Source: an optimization exercise on an open RTL-to-GDS flow (aim: small area). Production flows keep margins and buffers that such runs may drop. The RTL was checked by simulation tests, not by an equivalence proof against the original design.

## flow/design.v (module list and top-level ports; edited modules follow where they fit)
// module idct_fa: 6 lines
// module idct_ha: 6 lines
// module myidct_less_lut: 3504 lines
module myidct_less_lut(clk, rst, start, dct_2d, idct_2d, rdy);
  // ...
==> flow/run.sh <==
#!/bin/bash
# synth_recipe.tcl (not shown) runs the flow's synth.tcl, then flattens the netlist and writes it again
# the make line also repeats each setting of config.mk as NAME=value (left out here)
make -C /OpenROAD-flow-scripts/flow DESIGN_CONFIG=/design/flow/config.mk WORK_HOME=/design/flow/orfs CLKGATE_MAP_FILE= SYNTH_SCRIPT=/design/flow/synth_recipe.tcl finish
==> flow/config.mk <==
export PLATFORM = sky130hd
export DESIGN_NAME = myidct_less_lut
export DESIGN_NICKNAME = myidct_less_lut
export VERILOG_FILES = /design/flow/design.v
export SDC_FILE = /design/flow/constraint.sdc
export NUM_CORES = 8
export LEC_CHECK = 0
export CAP_MARGIN = 0
export CORE_MARGIN = 2
export CORE_UTILIZATION = 65
export CTS_CLUSTER_DIAMETER = 70
export CTS_CLUSTER_SIZE = 30
export PLACE_DENSITY = 0.72
export SLEW_MARGIN = 0
export SYNTH_HIERARCHICAL = 1
export SYNTH_MINIMUM_KEEP_SIZE = 0
==> flow/constraint.sdc <==
create_clock -name core_clock -period 15.0 [get_ports {clk}]
set_input_delay 3.0000 -clock core_clock [delete_from_list [all_inputs] [get_ports {clk}]]
set_output_delay 3.0000 -clock core_clock [all_outputs]
set_load 0.01 [all_outputs]
==> impl_metrics.py, run 1 <==
metrics = {
    "placed_design": {
        "buffer_ports.inserted": 23,
        "preCtsSetupSlack_ns": 1.40,
        "place_area_mm2": 0.106,
    },
    "clocking": {
        "cts_h_tree_depth": 3,
        "tritoncts": "built",
        "cts_setup_buffers": 0,
        "clk_latency_ns": 0.77,
    },
    "grt": {
        "globalRouteOverflowTotal": 0,
        "grt_most_used_layer": "met2",
    },
    "detailed_routing": {
        "drc": 0,
        "detail_route.first_pass.iterations": 10,
    },
    "min_path": {
        "hold_class": "reg2reg",
    },
    "layout": {
        "sequential_cell_area_mm2": 0.0570,
        "final_layout_clock_cell_area_share_pct": 2.67,
        "n_fill_cell": 9781,
        "layout_top_registers": "xs (768), xin (672), ysr (196)",
        "multi_input_comb_area_mm2": 0.0433,
    },
    "status": {
        "run_status": "no timing/DRC/antenna violations",
    },
    "critical_path": {
        "worst_r2r_endpoint": "pb[26]$_DFFE_PP_",
        "timing_startpoint_of_the_critical_path": "pos[1]$_SDFFE_PP0P_",
    },
    "yosys": {
        "ys_types": 71,
    },
    "sta": {
        "grt_setup_unrepaired": "false",
    },
    "run": {
        "maxCapViolCount": 0,
    },
}
==> run 2: changes to the inputs <==
--- a/flow/config.mk
+++ b/flow/config.mk
@@ -8,8 +8,9 @@
 export CAP_MARGIN = 0
 export CORE_MARGIN = 2
 export CORE_UTILIZATION = 65
-export CTS_CLUSTER_DIAMETER = 70
-export CTS_CLUSTER_SIZE = 30
+export CTS_BUF_LIST = sky130_fd_sc_hd__clkbuf_8
+export CTS_CLUSTER_DIAMETER = 60
+export CTS_CLUSTER_SIZE = 16
 export PLACE_DENSITY = 0.72
 export SLEW_MARGIN = 0
 export SYNTH_HIERARCHICAL = 1
==> impl_metrics.py, run 2 <==
metrics = {
    "layout": {
        "fin_util_pct": 69.2,
        "n_fill_cell": 9860,
        "layout_commonest_cell": "edfxtp_1",
        "finish.instance_area_mm2": 0.108,
        "flip_flop_count_of_the_largest_register_after_layout": 768,
        "layout-drive-gt1-share_pct": 7.18,
        "layout_top_registers": "xs (768), xin (672), ysr (196)",
        "most_frequent_cells_in_the_layout": "edfxtp_1, fa_1, nand2_1",
        "synthToLayoutAreaGrowth_pct": 5.63,
        "post_layout_net_count": 7496,
        "top_register": "xs",
    },
    "clocking": {
        "cts.reportedPaths.clkPinSlew_ns": 0.10,
        "cts_h_tree_depth": 4,
        "cts_setup_buffers": 0,
        "cts_made_buffers": 147,
        "hold_buffers": 0,
        "clk_latency_ns": 0.95,
        "cts_root_buffer": "clkbuf_8",
        "number_of_sinks_on_the_clock_net": 1902,
        "cts_resized": 0,
        "clockBufferDepth": 3,
        "tritoncts": "built",
    },
    "sta": {
        "finalMaxSlewViolations": 0,
        "fin_setup_tns_ns": 0,
        "final.setup_skew_ns": 0.0747,
        "whs_ns": 0.397,
        "grt_setup_unrepaired": "false",
        "achievable-frequency_ghz": 0.0726,
        "layout_worst_path_cycle_share_pct": 91.8,
        "final_setup_violating_endpoints": 0,
        "finalHoldViolCount": 0,
        "fin_crit_period_ns": 13.78,
        "tightestPinTransition_ns": 1.28,
        "timing.max_slew.rel_slack_pct": 14.6,
    },
    "detailed_routing": {
        "detail_route.first_pass.iterations": 10,
        "postRouteAntennaNets": 0,
        "drt_wl_total_um": 286000,
        "vias": 54000,
        "drc": 0,
        "detailedRoute.firstIterationViolations": 8542,
        "post_drt_via_cell_ratio": 6.78,
        "avgRoutedWirePerCell_um": 35.9,
    },
    "grt": {
        "met1_usage_pct": 51.5,
        "vias_in_the_first_global_route": 56500,
        "global_route.usage.total_pct": 36.3,
        "antenna_violations_before_repair": 7,
        "groute.layer.met2.usage_pct": 56.5,
        "grt_max_degree": 196,
        "grtUsageMet3_pct": 6.20,
        "globalRouteOverflowTotal": 0,
        "grt_first_pass_wirelength_um": 406000,
        "grt_most_used_layer": "met2",
    },
    "floorplan": {
        "rows": 145,
        "io-pin-count": 24,
        "floorplan.initialDensity_pct": 65.5,
        "die-width_um": 401,
        "chipHeight_um": 401,
        "core_area_mm2": 0.156,
        "die_area_mm2": 0.161,
    },
    "yosys": {
        "post_synth_most_frequent_cells": "edfxtp_1, fa_1, nand2_1",
        "yosys.cell_count.top_type": "edfxtp_1",
        "synth.ff_latch_count": 1902,
        "ys_types": 71,
        "syn_inst": 5801,
        "postSynthNetCount": 7431,
        "synth-xor-area-share_pct": 0.675,
        "synth.avg_cell_area_um2": 17.7,
        "number_of_synthesized_flops_with_an_enable_pin": 1894,
        "yosysWarningCount": 11,
        "synth_top_area_cell": "edfxtp_1",
        "synthesis.area_mm2": 0.102,
        "synth_mux_area_share_pct": 1.59,
        "synth.top_cell.area_share_pct": 55.5,
        "synthFlopType": "edfxtp_1",
        "post_synthesis_share_of_cell_area_spent_on_and_or_nand_and_nor_gates_pct": 2.29,
        "synthAdderAreaFrac_pct": 30.6,
        "synth_area_in_compound_gates_pct": 6.92,
        "netlist_top_cells_area": "edfxtp_1, fa_1, a222oi_1",
        "synth_seq_area_share_pct": 55.7,
        "share_of_flip_flops_with_an_asynchronous_set_or_reset_after_synthesis_pct": 0,
        "dominant_combinational_cell_family_by_area_after_synthesis": "adder cells",
    },
    "placed_design": {
        "place_area_mm2": 0.106,
        "buffer_ports.inserted": 23,
        "hpwl_um": 223000,
        "gpl.final_weighted_congestion": 1.05,
    },
    "critical_path": {
        "critical_path.max_fanout": 45,
        "crit_path_top_delay_cell": "a222oi_1",
        "cp-end-kind": "flip-flop",
        "crit_path_max_incr_delay_ns": 1.01,
        "cp-start-kind": "flip-flop",
        "required_arrival_time_at_the_worst_endpoint_ns": 15.59,
        "criticalPathCategory": "reg2reg",
        "worst-endpoint-arrival_ns": 14.37,
        "crit_path_frequent_cell": "fa_1",
    },
    "run": {
        "maxCapViolCount": 0,
    },
    "status": {
        "run_status": "no timing/DRC/antenna violations",
    },
    "min_path": {
        "hold_class": "reg2reg",
    },
}
==> run 2: cell counts after synthesis <==
No cell type changed its count.
==> run 2: stage by stage <==
step | cells | setup WS [ns]
after floorplan | 5801 | 1.03
after global placement | 7775 | 1.55
after detailed placement | 7775 | 1.40
after CTS | 7962 | 1.34
after global routing | 7963 | 0.672
final | 7964 | 1.22
==> run 2: metal layers <==
layer	routed length, um	share of wire, %
met5	19	0.0067
met4	15900	5.6
met2	135000	47
met3	26100	9.1
met1	109000	38
==> run 2: area by class of cell <==
class	instances	area, um^2	area share (%)
diodes	2	5.00	0.00462
clock buffers	147	2020	1.87
clock inverters	40	557	0.514
inverters	353	1330	1.23
multi-input cells	3309	43300	40.0
flip-flops and latches	1902	57000	52.7
well taps	2058	2570	2.38
repair buffers	153	1390	1.28
==> run 2: worst paths after layout <==
check / cells past startpoint / slack, ns / startpoint / endpoint
setup reg to reg: 34 / 1.22 / pos[1]$_SDFFE_PP0P_ / pb[26]$_DFFE_PP_
setup / recovery: 34 / 1.22 / pos[1]$_SDFFE_PP0P_ / pb[26]$_DFFE_PP_
hold / removal: 0 / 0.40 / xin[0][0]$_DFFE_PP_ / xin[1][0]$_DFFE_PP_
hold reg to reg: 0 / 0.40 / xin[0][0]$_DFFE_PP_ / xin[1][0]$_DFFE_PP_
==> run 2: Yosys stat by module (local to each module, per instance) <==
module	cell area, um^2	cells inside	copies in the design	flip-flops and latches
idct_fa	20.0	1	1491	0
idct_ha	12.5	1	46	0
myidct_less_lut	72100	4264	1	1902
==> run 2: cell families after synthesis <==
logic type	Yosys count
compound gates	914
xor+xnor	79
fa+ha+maj	1615
buf+inv	590
flops	1902
mux	145
simple gates	556
==> run 2: critical path: cells and delay by family, from the launching register on <==
family	cells	cell delay, ns
adders and majority gates	21	8.77
and+or+nand+nor	2	0.18
muxes	1	0.30
AOI/OAI and AO/OA	6	2.71
DFF	1	0.67
buffers and inverters	4	0.72
==> run 3: changes to the inputs <==
--- a/flow/config.mk
+++ b/flow/config.mk
@@ -8,9 +8,9 @@
 export CAP_MARGIN = 0
 export CORE_MARGIN = 2
 export CORE_UTILIZATION = 65
-export CTS_BUF_LIST = sky130_fd_sc_hd__clkbuf_8
-export CTS_CLUSTER_DIAMETER = 60
-export CTS_CLUSTER_SIZE = 16
+export CTS_BUF_LIST = sky130_fd_sc_hd__clkbuf_8 sky130_fd_sc_hd__clkbuf_16
+export CTS_CLUSTER_DIAMETER = 80
+export CTS_CLUSTER_SIZE = 20
 export PLACE_DENSITY = 0.72
 export SLEW_MARGIN = 0
 export SYNTH_HIERARCHICAL = 1
==> impl_metrics.py, run 3 <==
metrics = {
    "critical_path": {
        "timing_startpoint_of_the_critical_path": "pos[1]$_SDFFE_PP0P_",
        "cp-start-kind": "flip-flop",
        "criticalPathCategory": "reg2reg",
        "r2r-start": "pos[1]$_SDFFE_PP0P_",
        "timing.reg2reg.worst_path_depth": 34,
        "timing.critical_path.to": "pb[26]$_DFFE_PP_",
        "critical_path.max_fanout": 45,
        "worst-endpoint-arrival_ns": 14.31,
        "crit_path_top_delay_cell": "a222oi_1",
        "required_arrival_time_at_the_worst_endpoint_ns": 15.45,
        "regToRegSetupSlack_ns": 1.14,
        "cp-end-kind": "flip-flop",
        "crit_path_frequent_cell": "fa_1",
        "worst_r2r_endpoint": "pb[26]$_DFFE_PP_",
        "crit_path_max_incr_delay_ns": 1.02,
    },
    "clocking": {
        "hold_buffers": 0,
        "cts.reportedPaths.clkPinSlew_ns": 0.08,
        "clockBufferDepth": 3,
        "cts_setup_buffers": 0,
        "cts_made_buffers": 111,
        "cts_root_buffer": "clkbuf_16",
        "cts_resized": 0,
        "cts_h_tree_depth": 3,
        "tritoncts": "built",
        "clk_latency_ns": 0.80,
        "number_of_sinks_on_the_clock_net": 1902,
    },
    "yosys": {
        "synth.ff_latch_count": 1902,
        "ys_types": 71,
        "synthFlopType": "edfxtp_1",
        "syn_inst": 5801,
        "synth_top_area_cell": "edfxtp_1",
        "synth.top_cell.area_share_pct": 55.5,
        "netlist_top_cells_area": "edfxtp_1, fa_1, a222oi_1",
        "synth_seq_area_share_pct": 55.7,
        "post_synth_most_frequent_cells": "edfxtp_1, fa_1, nand2_1",
        "number_of_synthesized_flops_with_an_enable_pin": 1894,
        "yosysWarningCount": 11,
        "share_of_flip_flops_with_an_asynchronous_set_or_reset_after_synthesis_pct": 0,
        "synthesis.area_mm2": 0.102,
        "synth.avg_cell_area_um2": 17.7,
        "yosys.cell_count.top_type": "edfxtp_1",
        "postSynthNetCount": 7431,
    },
    "sta": {
        "timing.max_slew.rel_slack_pct": 14.4,
        "finalMaxSlewViolations": 0,
        "final.setup_skew_ns": 0.0718,
        "achievable-frequency_ghz": 0.0722,
        "layout_worst_path_cycle_share_pct": 92.4,
        "fin_crit_period_ns": 13.86,
        "tightestPinTransition_ns": 1.28,
        "finalHoldViolCount": 0,
        "final_setup_violating_endpoints": 0,
        "fin_setup_tns_ns": 0,
        "grt_setup_unrepaired": "false",
    },
    "grt": {
        "globalRouteOverflowTotal": 0,
        "vias_in_the_first_global_route": 56600,
        "groute.layer.met2.usage_pct": 58.0,
        "grt_max_degree": 196,
        "antenna_violations_before_repair": 7,
        "met1_usage_pct": 51.8,
        "grt_first_pass_wirelength_um": 412000,
        "grtUsageMet3_pct": 6.02,
        "grt_most_used_layer": "met2",
        "global_route.usage.total_pct": 36.9,
    },
    "layout": {
        "post_layout_net_count": 7460,
        "top_register": "xs",
        "sequential_cell_area_mm2": 0.0570,
        "multi_input_comb_area_mm2": 0.0433,
        "synthToLayoutAreaGrowth_pct": 6.21,
        "most_frequent_cells_in_the_layout": "edfxtp_1, fa_1, nand2_1",
        "flip_flop_count_of_the_largest_register_after_layout": 768,
        "layout_commonest_cell": "edfxtp_1",
        "instances_no_fill": 7911,
        "n_fill_cell": 9727,
        "layout_top_registers": "xs (768), xin (672), ysr (196)",
        "layout-drive-gt1-share_pct": 6.39,
    },
    "placed_design": {
        "buffer_ports.inserted": 23,
        "hpwl_um": 223000,
        "placedCellCount": 7775,
        "gpl.final_weighted_congestion": 1.05,
    },
    "detailed_routing": {
        "post_drt_via_cell_ratio": 6.90,
        "drt_wl_total_um": 290000,
        "postRouteAntennaNets": 0,
        "detail_route.first_pass.iterations": 9,
        "drc": 0,
        "vias": 54600,
        "detailedRoute.firstIterationViolations": 9278,
        "avgRoutedWirePerCell_um": 36.7,
    },
    "min_path": {
        "hold_class": "reg2reg",
    },
    "floorplan": {
        "die-width_um": 401,
        "io-pin-count": 24,
        "chipHeight_um": 401,
        "floorplan.initialDensity_pct": 65.5,
        "rows": 145,
        "die_area_mm2": 0.161,
        "core_area_mm2": 0.156,
    },
    "status": {
        "run_status": "no timing/DRC/antenna violations",
    },
    "run": {
        "maxCapViolCount": 0,
    },
}
run 3: cell counts after synthesis:
Identical to the previous run, type by type.
run 3: critical path: cells and delay by family, from the launching register on:
family | cells | cell delay [ns]
flip-flops | 1 | 0.67
adder cells (fa/ha/maj) | 21 | 8.79
AND/OR/NAND/NOR | 2 | 0.18
AO/OA/AOI/OAI | 6 | 2.82
buffers and inverters | 4 | 0.72
multiplexers | 1 | 0.30
run 3: metal layers:
metal / share of wire [%] / up-vias
met4: 5.6 / 8
li1: - / 21300
met1: 37 / 28900
met5: 0.017 / -
met3: 9.4 / 631
met2: 48 / 3720
run 3: final cells by class:
type                            count  share of cell area [%]
Multi-Input combinational cell   3309                    39.8
Sequential cell                  1902                    52.4
Clock inverter                     23                   0.361
Clock buffer                      111                    2.55
Antenna cell                        2                 0.00460
Timing Repair Buffer              153                    1.27
Inverter                          353                    1.22
Tap cell                         2058                    2.37
run 3: stage by stage:
step | worst slack (ns) | utilization, % | hold WS, ns | area (um^2)
after floorplan | 1.03 | - | 0.400 | 102000
after global placement | 1.55 | 67.6 | 0.401 | 106000
after detailed placement | 1.40 | 67.6 | 0.405 | 106000
after CTS | 1.37 | 69.6 | 0.408 | 109000
after global routing | 0.643 | 69.6 | 0.412 | 109000
final | 1.14 | 69.6 | 0.412 | 109000
run 3: how the worst min path moves through the flow:
stage / from / to / slack [ns] / depth (start not counted)
floorplan: xin[55][0]$_DFFE_PP_ / xs[0][0]$_DFFE_PP_ / 0.40 / 0
finish: xin[0][0]$_DFFE_PP_ / xin[1][0]$_DFFE_PP_ / 0.41 / 0
global route: ysr[3][22]$_DFFE_PP_ / ysr[4][22]$_DFFE_PP_ / 0.41 / 0
CTS: xin[0][0]$_DFFE_PP_ / xin[1][0]$_DFFE_PP_ / 0.41 / 0
detailed placement: xin[55][9]$_DFFE_PP_ / xs[0][9]$_DFFE_PP_ / 0.41 / 0
global placement: xin[55][6]$_DFFE_PP_ / xs[0][6]$_DFFE_PP_ / 0.40 / 0
run 3: logic make-up (layout without fill, tap and decap cells):
| family | Yosys count | count (layout) | share of synthesized area [%] |
|---|---|---|---|
| DFF | 1902 | 1902 | 55.7 |
| adders and majority gates | 1615 | 1615 | 30.6 |
| AOI/OAI and AO/OA | 914 | 914 | 6.92 |
| buffers and inverters | 590 | 640 | 2.22 |
| and+or+nand+nor | 556 | 556 | 2.29 |
| muxes | 145 | 145 | 1.59 |
| xor gates and xnor gates | 79 | 79 | 0.675 |
| other | 0 | 2 | 0 |
run 3: per-module statistics from Yosys (local to each module, per instance):
module           times used  flops+latches  cell area (um^2)
idct_fa                1491              0              20.0
idct_ha                  46              0              12.5
myidct_less_lut           1           1902             72100
==> run 4: changes to the inputs <==
--- a/flow/config.mk
+++ b/flow/config.mk
@@ -8,10 +8,9 @@
 export CAP_MARGIN = 0
 export CORE_MARGIN = 2
 export CORE_UTILIZATION = 65
-export CTS_BUF_LIST = sky130_fd_sc_hd__clkbuf_8 sky130_fd_sc_hd__clkbuf_16
-export CTS_CLUSTER_DIAMETER = 80
-export CTS_CLUSTER_SIZE = 20
-export PLACE_DENSITY = 0.72
+export CTS_CLUSTER_DIAMETER = 100
+export CTS_CLUSTER_SIZE = 28
+export PLACE_DENSITY = 0.65
 export SLEW_MARGIN = 0
 export SYNTH_HIERARCHICAL = 1
 export SYNTH_MINIMUM_KEEP_SIZE = 0
==> impl_metrics.py, run 4 <==
metrics = {
    "grt": {
        "antenna_violations_before_repair": 5,
        "grt_max_degree": 241,
        "global_route.usage.total_pct": 35.7,
        "vias_in_the_first_global_route": 55500,
        "globalRouteOverflowTotal": 0,
        "grt_first_pass_wirelength_um": 401000,
    },
    "critical_path": {
        "r2r-start": "pos[1]$_SDFFE_PP0P_",
        "crit_path_top_delay_cell": "a21boi_0",
        "timing_startpoint_of_the_critical_path": "pos[1]$_SDFFE_PP0P_",
        "worst-endpoint-arrival_ns": 14.28,
        "cp-end-kind": "flip-flop",
        "criticalPathCategory": "reg2reg",
        "cp-start-kind": "flip-flop",
        "critical_path.max_fanout": 47,
        "timing.critical_path.to": "pb[26]$_DFFE_PP_",
        "required_arrival_time_at_the_worst_endpoint_ns": 15.44,
        "timing.reg2reg.worst_path_depth": 31,
        "worst_r2r_endpoint": "pb[26]$_DFFE_PP_",
        "regToRegSetupSlack_ns": 1.17,
        "crit_path_max_incr_delay_ns": 0.91,
        "crit_path_frequent_cell": "fa_1",
    },
    "floorplan": {
        "core_area_mm2": 0.156,
        "io-pin-count": 24,
        "rows": 145,
        "floorplan.initialDensity_pct": 65.5,
        "chipHeight_um": 401,
        "die_area_mm2": 0.161,
        "die-width_um": 401,
    },
    "layout": {
        "instances_no_fill": 7875,
        "synthToLayoutAreaGrowth_pct": 5.45,
        "post_layout_net_count": 7426,
        "n_fill_cell": 9938,
        "most_frequent_cells_in_the_layout": "edfxtp_1, fa_1, nand2_1",
        "layout_commonest_cell": "edfxtp_1",
        "flip_flop_count_of_the_largest_register_after_layout": 768,
        "layout-drive-gt1-share_pct": 5.76,
        "top_register": "xs",
        "finish.instance_area_mm2": 0.108,
        "layout_top_registers": "xs (768), xin (672), ysr (196)",
    },
    "placed_design": {
        "hpwl_um": 218000,
        "placedCellCount": 7771,
        "place_area_mm2": 0.106,
        "buffer_ports.inserted": 23,
        "gpl.final_weighted_congestion": 1.05,
    },
    "yosys": {
        "synth.avg_cell_area_um2": 17.7,
        "netlist_top_cells_area": "edfxtp_1, fa_1, a222oi_1",
        "synth_top_area_cell": "edfxtp_1",
        "share_of_flip_flops_with_an_asynchronous_set_or_reset_after_synthesis_pct": 0,
        "number_of_synthesized_flops_with_an_enable_pin": 1894,
        "synth.ff_latch_count": 1902,
        "post_synth_most_frequent_cells": "edfxtp_1, fa_1, nand2_1",
        "synthesis.area_mm2": 0.102,
        "ys_types": 71,
        "yosysWarningCount": 11,
        "yosys.cell_count.top_type": "edfxtp_1",
        "synthFlopType": "edfxtp_1",
        "synth_seq_area_share_pct": 55.7,
        "postSynthNetCount": 7431,
        "syn_inst": 5801,
        "synth.top_cell.area_share_pct": 55.5,
    },
    "clocking": {
        "cts_resized": 0,
        "number_of_sinks_on_the_clock_net": 1902,
        "hold_buffers": 0,
        "clk_latency_ns": 0.78,
        "tritoncts": "built",
        "cts.reportedPaths.clkPinSlew_ns": 0.12,
        "clockBufferDepth": 3,
        "cts_setup_buffers": 0,
        "cts_made_buffers": 81,
        "cts_root_buffer": "clkbuf_16",
        "cts_h_tree_depth": 3,
    },
    "sta": {
        "final.setup_skew_ns": 0.0664,
        "grt_setup_unrepaired": "false",
        "fin_crit_period_ns": 13.83,
        "final_setup_violating_endpoints": 0,
        "finalMaxSlewViolations": 0,
        "whs_ns": 0.425,
        "tightestPinTransition_ns": 1.41,
        "achievable-frequency_ghz": 0.0723,
        "timing.max_slew.rel_slack_pct": 6.30,
        "layout_worst_path_cycle_share_pct": 92.2,
        "fin_setup_tns_ns": 0,
        "finalHoldViolCount": 0,
    },
    "detailed_routing": {
        "detail_route.first_pass.iterations": 10,
        "detailedRoute.firstIterationViolations": 7953,
        "postRouteAntennaNets": 0,
        "avgRoutedWirePerCell_um": 35.8,
        "post_drt_via_cell_ratio": 6.81,
        "vias": 53600,
        "drt_wl_total_um": 282000,
        "drc": 0,
    },
    "min_path": {
        "hold_class": "reg2reg",
    },
    "run": {
        "maxCapViolCount": 0,
    },
    "status": {
        "run_status": "no timing/DRC/antenna violations",
    },
}
## run 4: cell count changes in the layout (fill, tap and decap cells not counted), sizes merged
cell / delta
clkbuf: -25
clkinvlp: -1
diode: +1
clkinv: -2
inv: -5
buf: -4
## run 4: Yosys stat by module (local to each module, per instance)
module,area [um^2],cells,flip-flops and latches
myidct_less_lut,72100,4264,1902
idct_ha,12.5,1,0
idct_fa,20.0,1,0
## run 4: stage by stage
step,utilization (%),worst slack (ns)
after global placement,67.6,1.37
after CTS,69.1,1.17
after detailed placement,67.6,1.23
after floorplan,-,1.03
final,69.1,1.17
after global routing,69.1,0.730
## run 4: cell families (layout without fill, tap and decap cells)
kind of cell	Yosys count	after routing	synth area share (%)
other	0	3	0
XOR/XNOR	79	79	0.675
AO/OA/AOI/OAI	914	914	6.92
buffers and inverters	590	603	2.22
multiplexers	145	145	1.59
flip-flops	1902	1902	55.7
adder cells (fa/ha/maj)	1615	1615	30.6
AND/OR/NAND/NOR	556	556	2.29
## run 4: worst min path at each step
| stage | start | cells after the start | to | slack (ns) |
|---|---|---|---|---|
| finish | xin[55][9]$_DFFE_PP_ | 0 | xs[0][9]$_DFFE_PP_ | 0.42 |
| CTS | xin[34][9]$_DFFE_PP_ | 0 | xs[21][9]$_DFFE_PP_ | 0.42 |
| detailed placement | xin[55][6]$_DFFE_PP_ | 0 | xs[0][6]$_DFFE_PP_ | 0.40 |
| global placement | xin[55][8]$_DFFE_PP_ | 0 | xs[0][8]$_DFFE_PP_ | 0.40 |
| floorplan | xin[55][0]$_DFFE_PP_ | 0 | xs[0][0]$_DFFE_PP_ | 0.40 |
| global route | xin[34][9]$_DFFE_PP_ | 0 | xs[21][9]$_DFFE_PP_ | 0.43 |
## run 4: critical path: cells and delay by family (launching register included)
kind | cells | cell delay (ns)
adders and majority gates | 21 | 8.99
AOI/OAI and AO/OA | 5 | 2.19
and+or+nand+nor | 3 | 1.02
DFF | 1 | 0.72
buffers and inverters | 1 | 0.31
muxes | 1 | 0.29
## run 4: layer usage
| layer | routed length (um) | global-route usage (%) | vias to the layer above |
|---|---|---|---|
| li1 | - | - | 21200 |
| met1 | 108000 | 50.6 | 28600 |
| met2 | 135000 | 56.9 | 3195 |
| met3 | 23100 | 4.84 | 556 |
| met4 | 15000 | 15.9 | 4 |
| met5 | 21 | 0 | - |
## run 4: layout make-up
class	count	area, um^2	share of cell area (%)
timing repair buffer	149	1370	1.27
antenna	3	7.51	0.00695
tap	2058	2570	2.38
clock buffer	86	2050	1.89
clock inverter	15	328	0.303
inverter	353	1330	1.23
sequential	1902	57000	52.8
multi-input combinational	3309	43400	40.1
==> run 5: changes to the inputs <==
--- a/flow/config.mk
+++ b/flow/config.mk
@@ -10,7 +10,7 @@
 export CORE_UTILIZATION = 65
 export CTS_CLUSTER_DIAMETER = 100
 export CTS_CLUSTER_SIZE = 28
-export PLACE_DENSITY = 0.65
+export PLACE_DENSITY = 0.8
 export SLEW_MARGIN = 0
 export SYNTH_HIERARCHICAL = 1
 export SYNTH_MINIMUM_KEEP_SIZE = 0
==> impl_metrics.py, run 5 <==
metrics = {
    "status": {
        "run_status": "no timing/DRC/antenna violations",
    },
    "critical_path": {
        "cp-start-kind": "flip-flop",
        "criticalPathCategory": "reg2reg",
        "crit_path_frequent_cell": "fa_1",
        "required_arrival_time_at_the_worst_endpoint_ns": 15.44,
        "worst-endpoint-arrival_ns": 14.31,
        "crit_path_max_incr_delay_ns": 1.03,
        "timing.reg2reg.worst_path_depth": 34,
        "cp-end-kind": "flip-flop",
        "critical_path.max_fanout": 53,
        "crit_path_top_delay_cell": "a222oi_1",
    },
    "layout": {
        "top_register": "xs",
        "post_layout_net_count": 7434,
        "synthToLayoutAreaGrowth_pct": 5.39,
        "layout_commonest_cell": "edfxtp_1",
        "n_fill_cell": 9807,
        "sequential_cell_area_mm2": 0.0570,
        "fin_util_pct": 69.1,
        "layout-drive-gt1-share_pct": 5.92,
        "multi_input_comb_area_mm2": 0.0433,
        "most_frequent_cells_in_the_layout": "edfxtp_1, fa_1, nand2_1",
        "flip_flop_count_of_the_largest_register_after_layout": 768,
        "layout_top_registers": "xs (768), xin (672), ysr (196)",
    },
    "detailed_routing": {
        "post_drt_via_cell_ratio": 6.97,
        "drc": 0,
        "postRouteAntennaNets": 0,
        "detailedRoute.firstIterationViolations": 9186,
        "detail_route.first_pass.iterations": 14,
        "vias": 54900,
        "drt_wl_total_um": 294000,
        "avgRoutedWirePerCell_um": 37.3,
    },
    "sta": {
        "fin_setup_tns_ns": 0,
        "achievable-frequency_ghz": 0.0721,
        "final.setup_skew_ns": 0.0696,
        "layout_worst_path_cycle_share_pct": 92.5,
        "final_setup_violating_endpoints": 0,
        "finalMaxSlewViolations": 0,
        "tightestPinTransition_ns": 1.41,
        "grt_setup_unrepaired": "false",
        "finalHoldViolCount": 0,
        "fin_crit_period_ns": 13.87,
        "timing.max_slew.rel_slack_pct": 5.25,
    },
    "grt": {
        "grt_max_degree": 233,
        "vias_in_the_first_global_route": 57100,
        "antenna_violations_before_repair": 4,
        "global_route.usage.total_pct": 37.2,
        "grt_first_pass_wirelength_um": 416000,
        "globalRouteOverflowTotal": 0,
    },
    "yosys": {
        "yosys.cell_count.top_type": "edfxtp_1",
        "yosysWarningCount": 11,
        "synthesis.area_mm2": 0.102,
        "number_of_synthesized_flops_with_an_enable_pin": 1894,
        "synth_top_area_cell": "edfxtp_1",
        "share_of_flip_flops_with_an_asynchronous_set_or_reset_after_synthesis_pct": 0,
        "synth_seq_area_share_pct": 55.7,
        "synth.ff_latch_count": 1902,
        "syn_inst": 5801,
        "post_synth_most_frequent_cells": "edfxtp_1, fa_1, nand2_1",
        "synth.avg_cell_area_um2": 17.7,
        "synthFlopType": "edfxtp_1",
        "ys_types": 71,
        "synth.top_cell.area_share_pct": 55.5,
        "postSynthNetCount": 7431,
        "netlist_top_cells_area": "edfxtp_1, fa_1, a222oi_1",
    },
    "floorplan": {
        "floorplan.initialDensity_pct": 65.5,
        "chipHeight_um": 401,
        "die-width_um": 401,
        "die_area_mm2": 0.161,
        "rows": 145,
        "core_area_mm2": 0.156,
        "io-pin-count": 24,
    },
    "min_path": {
        "worstHoldPathCells": 0,
        "hold_class": "reg2reg",
    },
    "clocking": {
        "cts_made_buffers": 80,
        "clk_latency_ns": 0.77,
        "number_of_sinks_on_the_clock_net": 1902,
        "cts_root_buffer": "clkbuf_16",
        "cts_setup_buffers": 0,
        "cts_resized": 0,
        "clockBufferDepth": 3,
        "tritoncts": "built",
        "cts_h_tree_depth": 3,
        "cts.reportedPaths.clkPinSlew_ns": 0.11,
        "hold_buffers": 0,
    },
    "placed_design": {
        "gpl.final_weighted_congestion": 1.08,
        "buffer_ports.inserted": 23,
        "hpwl_um": 226000,
    },
    "run": {
        "maxCapViolCount": 0,
    },
}
[run 5: metal layers]
metal	track usage, %	vias to the layer above	part of all wire (%)
met5	0	-	0
met1	51.8	29100	37
li1	-	21200	-
met2	60.1	3980	48
met4	16.2	0	5.3
met3	5.16	664	9.3
[run 5: cell families (layout without fill, tap and decap cells)]
kind of cell	count (synthesis)	count (layout)	synth area share [%]
compound gates	914	914	6.92
mux	145	145	1.59
buf+inv	590	612	2.22
fa+ha+maj	1615	1615	30.6
xor+xnor	79	79	0.675
simple gates	556	556	2.29
other cells	0	4	0
flops	1902	1902	55.7
[run 5: layout make-up]
class	instances	area share, %
Antenna cell	4	0.00927
Clock buffer	84	1.87
Clock inverter	17	0.313
Inverter	353	1.23
Multi-Input combinational cell	3309	40.1
Sequential cell	1902	52.8
Tap cell	2058	2.38
Timing Repair Buffer	158	1.26
[run 5: final timing paths]
| path | start | endpoint | slack (ns) |
|---|---|---|---|
| min | xin[55][1]$_DFFE_PP_ | xs[0][1]$_DFFE_PP_ | 0.43 |
| min reg2reg | xin[55][1]$_DFFE_PP_ | xs[0][1]$_DFFE_PP_ | 0.43 |
| max | pos[1]$_SDFFE_PP0P_ | pb[26]$_DFFE_PP_ | 1.13 |
| max reg2reg | pos[1]$_SDFFE_PP0P_ | pb[26]$_DFFE_PP_ | 1.13 |
[run 5: stage by stage]
step | cell area [um^2] | std cells | hold slack, ns | setup slack [ns]
final | 108000 | 7885 | 0.430 | 1.13
after global routing | 108000 | 7882 | 0.431 | 0.823
after CTS | 108000 | 7881 | 0.429 | 1.26
after detailed placement | 106000 | 7780 | 0.405 | 1.44
after global placement | 106000 | 7780 | 0.401 | 1.60
after floorplan | 102000 | 5801 | 0.400 | 1.03
[run 5: Yosys stat by module (local to each module, per instance)]
module	times used	area, um^2	flip-flops and latches
idct_fa	1491	20.0	0
myidct_less_lut	1	72100	1902
idct_ha	46	12.5	0
[run 5: worst max-delay path: cells and delay by family (launching register included)]
kind	cells	cell delay, ns
flip-flops	1	0.70
adder cells (fa/ha/maj)	21	8.97
buffers and inverters	4	0.71
AO/OA/AOI/OAI	6	2.64
AND/OR/NAND/NOR	2	0.21
multiplexers	1	0.28
==> run 6: changes to the inputs <==
--- a/flow/config.mk
+++ b/flow/config.mk
@@ -10,7 +10,7 @@
 export CORE_UTILIZATION = 65
 export CTS_CLUSTER_DIAMETER = 100
 export CTS_CLUSTER_SIZE = 28
-export PLACE_DENSITY = 0.8
+export PLACE_DENSITY = 0.72
 export SLEW_MARGIN = 0
 export SYNTH_HIERARCHICAL = 1
 export SYNTH_MINIMUM_KEEP_SIZE = 0
==> impl_metrics.py, run 6 <==
metrics = {
    "status": {
        "run_status": "no timing/DRC/antenna violations",
    },
    "sta": {
        "fin_crit_period_ns": 13.81,
        "final_setup_violating_endpoints": 0,
        "timing.max_slew.rel_slack_pct": 14.4,
        "finalMaxSlewViolations": 0,
        "achievable-frequency_ghz": 0.0724,
        "fin_setup_tns_ns": 0,
        "tightestPinTransition_ns": 1.28,
        "finalHoldViolCount": 0,
        "final.setup_skew_ns": 0.0452,
        "grt_setup_unrepaired": "false",
        "layout_worst_path_cycle_share_pct": 92.1,
    },
    "yosys": {
        "synth.top_cell.area_share_pct": 55.5,
        "synth_area_in_compound_gates_pct": 6.92,
        "postSynthNetCount": 7431,
        "dominant_combinational_cell_family_by_area_after_synthesis": "adder cells",
        "synth-xor-area-share_pct": 0.675,
        "post_synth_most_frequent_cells": "edfxtp_1, fa_1, nand2_1",
        "synth.avg_cell_area_um2": 17.7,
        "post_synthesis_share_of_cell_area_spent_on_and_or_nand_and_nor_gates_pct": 2.29,
        "synth_top_area_cell": "edfxtp_1",
        "number_of_synthesized_flops_with_an_enable_pin": 1894,
        "ys_types": 71,
        "synth_mux_area_share_pct": 1.59,
        "syn_inst": 5801,
        "yosys.cell_count.top_type": "edfxtp_1",
        "yosysWarningCount": 11,
        "netlist_top_cells_area": "edfxtp_1, fa_1, a222oi_1",
        "synth_seq_area_share_pct": 55.7,
        "share_of_flip_flops_with_an_asynchronous_set_or_reset_after_synthesis_pct": 0,
        "synthesis.area_mm2": 0.102,
        "synthAdderAreaFrac_pct": 30.6,
        "synth.ff_latch_count": 1902,
        "synthFlopType": "edfxtp_1",
    },
    "layout": {
        "instances_no_fill": 7875,
        "flip_flop_count_of_the_largest_register_after_layout": 768,
        "fin_util_pct": 69.1,
        "layout_top_registers": "xs (768), xin (672), ysr (196)",
        "n_fill_cell": 9856,
        "layout_commonest_cell": "edfxtp_1",
        "most_frequent_cells_in_the_layout": "edfxtp_1, fa_1, nand2_1",
        "layout-drive-gt1-share_pct": 5.85,
        "top_register": "xs",
        "post_layout_net_count": 7430,
        "synthToLayoutAreaGrowth_pct": 5.42,
    },
    "run": {
        "maxCapViolCount": 0,
    },
    "grt": {
        "grt_first_pass_wirelength_um": 408000,
        "grt_max_degree": 196,
        "globalRouteOverflowTotal": 0,
        "global_route.usage.total_pct": 36.5,
        "vias_in_the_first_global_route": 56200,
        "antenna_violations_before_repair": 8,
    },
    "clocking": {
        "hold_buffers": 0,
        "cts_resized": 0,
        "cts.reportedPaths.clkPinSlew_ns": 0.11,
        "cts_made_buffers": 81,
        "cts_setup_buffers": 0,
        "cts_root_buffer": "clkbuf_16",
        "clk_latency_ns": 0.76,
        "clockBufferDepth": 3,
        "tritoncts": "built",
        "cts_h_tree_depth": 3,
        "number_of_sinks_on_the_clock_net": 1902,
    },
    "critical_path": {
        "crit_path_top_delay_cell": "a222oi_1",
        "cp-start-kind": "flip-flop",
        "r2r-start": "pos[1]$_SDFFE_PP0P_",
        "timing_startpoint_of_the_critical_path": "pos[1]$_SDFFE_PP0P_",
        "regToRegSetupSlack_ns": 1.19,
        "crit_path_frequent_cell": "fa_1",
        "worst-endpoint-arrival_ns": 14.26,
        "cp-end-kind": "flip-flop",
        "critical_path.max_fanout": 45,
        "crit_path_max_incr_delay_ns": 1.02,
        "criticalPathCategory": "reg2reg",
        "required_arrival_time_at_the_worst_endpoint_ns": 15.45,
    },
    "detailed_routing": {
        "detail_route.first_pass.iterations": 9,
        "postRouteAntennaNets": 0,
        "avgRoutedWirePerCell_um": 36.5,
        "vias": 54000,
        "detailedRoute.firstIterationViolations": 8765,
        "drt_wl_total_um": 288000,
        "drc": 0,
        "post_drt_via_cell_ratio": 6.86,
    },
    "floorplan": {
        "die_area_mm2": 0.161,
        "rows": 145,
        "die-width_um": 401,
        "io-pin-count": 24,
        "floorplan.initialDensity_pct": 65.5,
        "chipHeight_um": 401,
        "core_area_mm2": 0.156,
    },
    "placed_design": {
        "gpl.final_weighted_congestion": 1.05,
        "buffer_ports.inserted": 23,
        "placedCellCount": 7775,
        "hpwl_um": 223000,
    },
    "min_path": {
        "hold_class": "reg2reg",
        "holdCritStartpoint": "xin[36][3]$_DFFE_PP_",
    },
}
## run 6: cell count changes in the layout (fill, tap and decap cells not counted), moves of 3 or more
cell	previous run	this run
buf_12	9	14
diode_2	4	1
buf_4	126	116
clkinv_16	7	3
inv_16	1	8
## run 6: through the flow
stage | cell area (um^2) | setup slack [ns] | hold slack [ns]
floorplan | 102000 | 1.03 | 0.400
global placement | 106000 | 1.55 | 0.401
detailed placement | 106000 | 1.40 | 0.405
CTS | 108000 | 1.36 | 0.430
global route | 108000 | 0.663 | 0.433
finish | 108000 | 1.19 | 0.426
## run 6: final timing paths
path / cells past startpoint / endpoint
hold reg to reg: 0 / xs[19][3]$_DFFE_PP_
hold / removal: 0 / xs[19][3]$_DFFE_PP_
setup / recovery: 34 / pb[26]$_DFFE_PP_
setup reg to reg: 34 / pb[26]$_DFFE_PP_
## run 6: per-layer routing
layer | up-vias | part of all wire [%] | GRT usage [%]
met5 | - | 0.016 | 0
met4 | 6 | 5.4 | 16.3
met3 | 576 | 9.0 | 5.79
met2 | 3477 | 48 | 57.4
met1 | 28800 | 38 | 51.6
li1 | 21200 | - | -
## run 6: area by class of cell
class | count | area [um^2] | area share (%)
flip-flops and latches | 1902 | 57000 | 52.8
multi-input cells | 3309 | 43300 | 40.1
well taps | 2058 | 2570 | 2.38
clock buffers | 84 | 2040 | 1.89
repair buffers | 153 | 1390 | 1.28
inverters | 353 | 1330 | 1.23
clock inverters | 15 | 320 | 0.297
diodes | 1 | 2.50 | 0.00232
## run 6: worst max-delay path, delay by kind of cell, from the launching register on
| kind | cells | cell delay (ns) |
|---|---|---|
| compound gates | 6 | 2.78 |
| buf+inv | 4 | 0.71 |
| simple gates | 2 | 0.18 |
| fa+ha+maj | 21 | 8.78 |
| mux | 1 | 0.30 |
| flops | 1 | 0.68 |
## run 6: cells by family (layout without fill, tap and decap cells)
kind of cell | after synthesis | count (layout)
fa+ha+maj | 1615 | 1615
other cells | 0 | 1
mux | 145 | 145
compound gates | 914 | 914
simple gates | 556 | 556
flops | 1902 | 1902
xor+xnor | 79 | 79
buf+inv | 590 | 605
## run 6: per-module statistics from Yosys (local to each module, per instance)
module	cell area [um^2]	cells	flops+latches
idct_fa	20.0	1	0
myidct_less_lut	72100	4264	1902
idct_ha	12.5	1	0

separate check: timing with driven ports:
The flow's constraints put no driver on any port. The routed layouts listed below were extracted and timed again, unchanged, in two steps.
Step 1 assumes that a clkbuf_16 drives the clock port and a buf_2 every other input.
Step 2 times the ports against the registers' clock, not the clock port: input delays grow and output delays shrink by t, the midpoint of the rising clock arrivals with the driver on.
a / b / c = ideal / step 1 / step 2; a / b = the first two.
| run | t, ns | slack for setup (ns) | cell pins on the clock port's net |
|---|---|---|---|
| run 1 | 0.831 | 1.129 / 1.129 / 1.129 | 1 |
| run 2 | 0.988 | 1.223 / 1.223 / 1.223 | 1 |
| run 3 | 0.847 | 1.143 / 1.143 / 1.143 | 1 |
| run 4 | 0.831 | 1.166 / 1.166 / 1.166 | 1 |
| run 5 | 0.826 | 1.131 / 1.131 / 1.131 | 1 |
| run 6 | 0.823 | 1.191 / 1.191 / 1.191 | 1 |
After both steps every run listed still meets setup and hold.
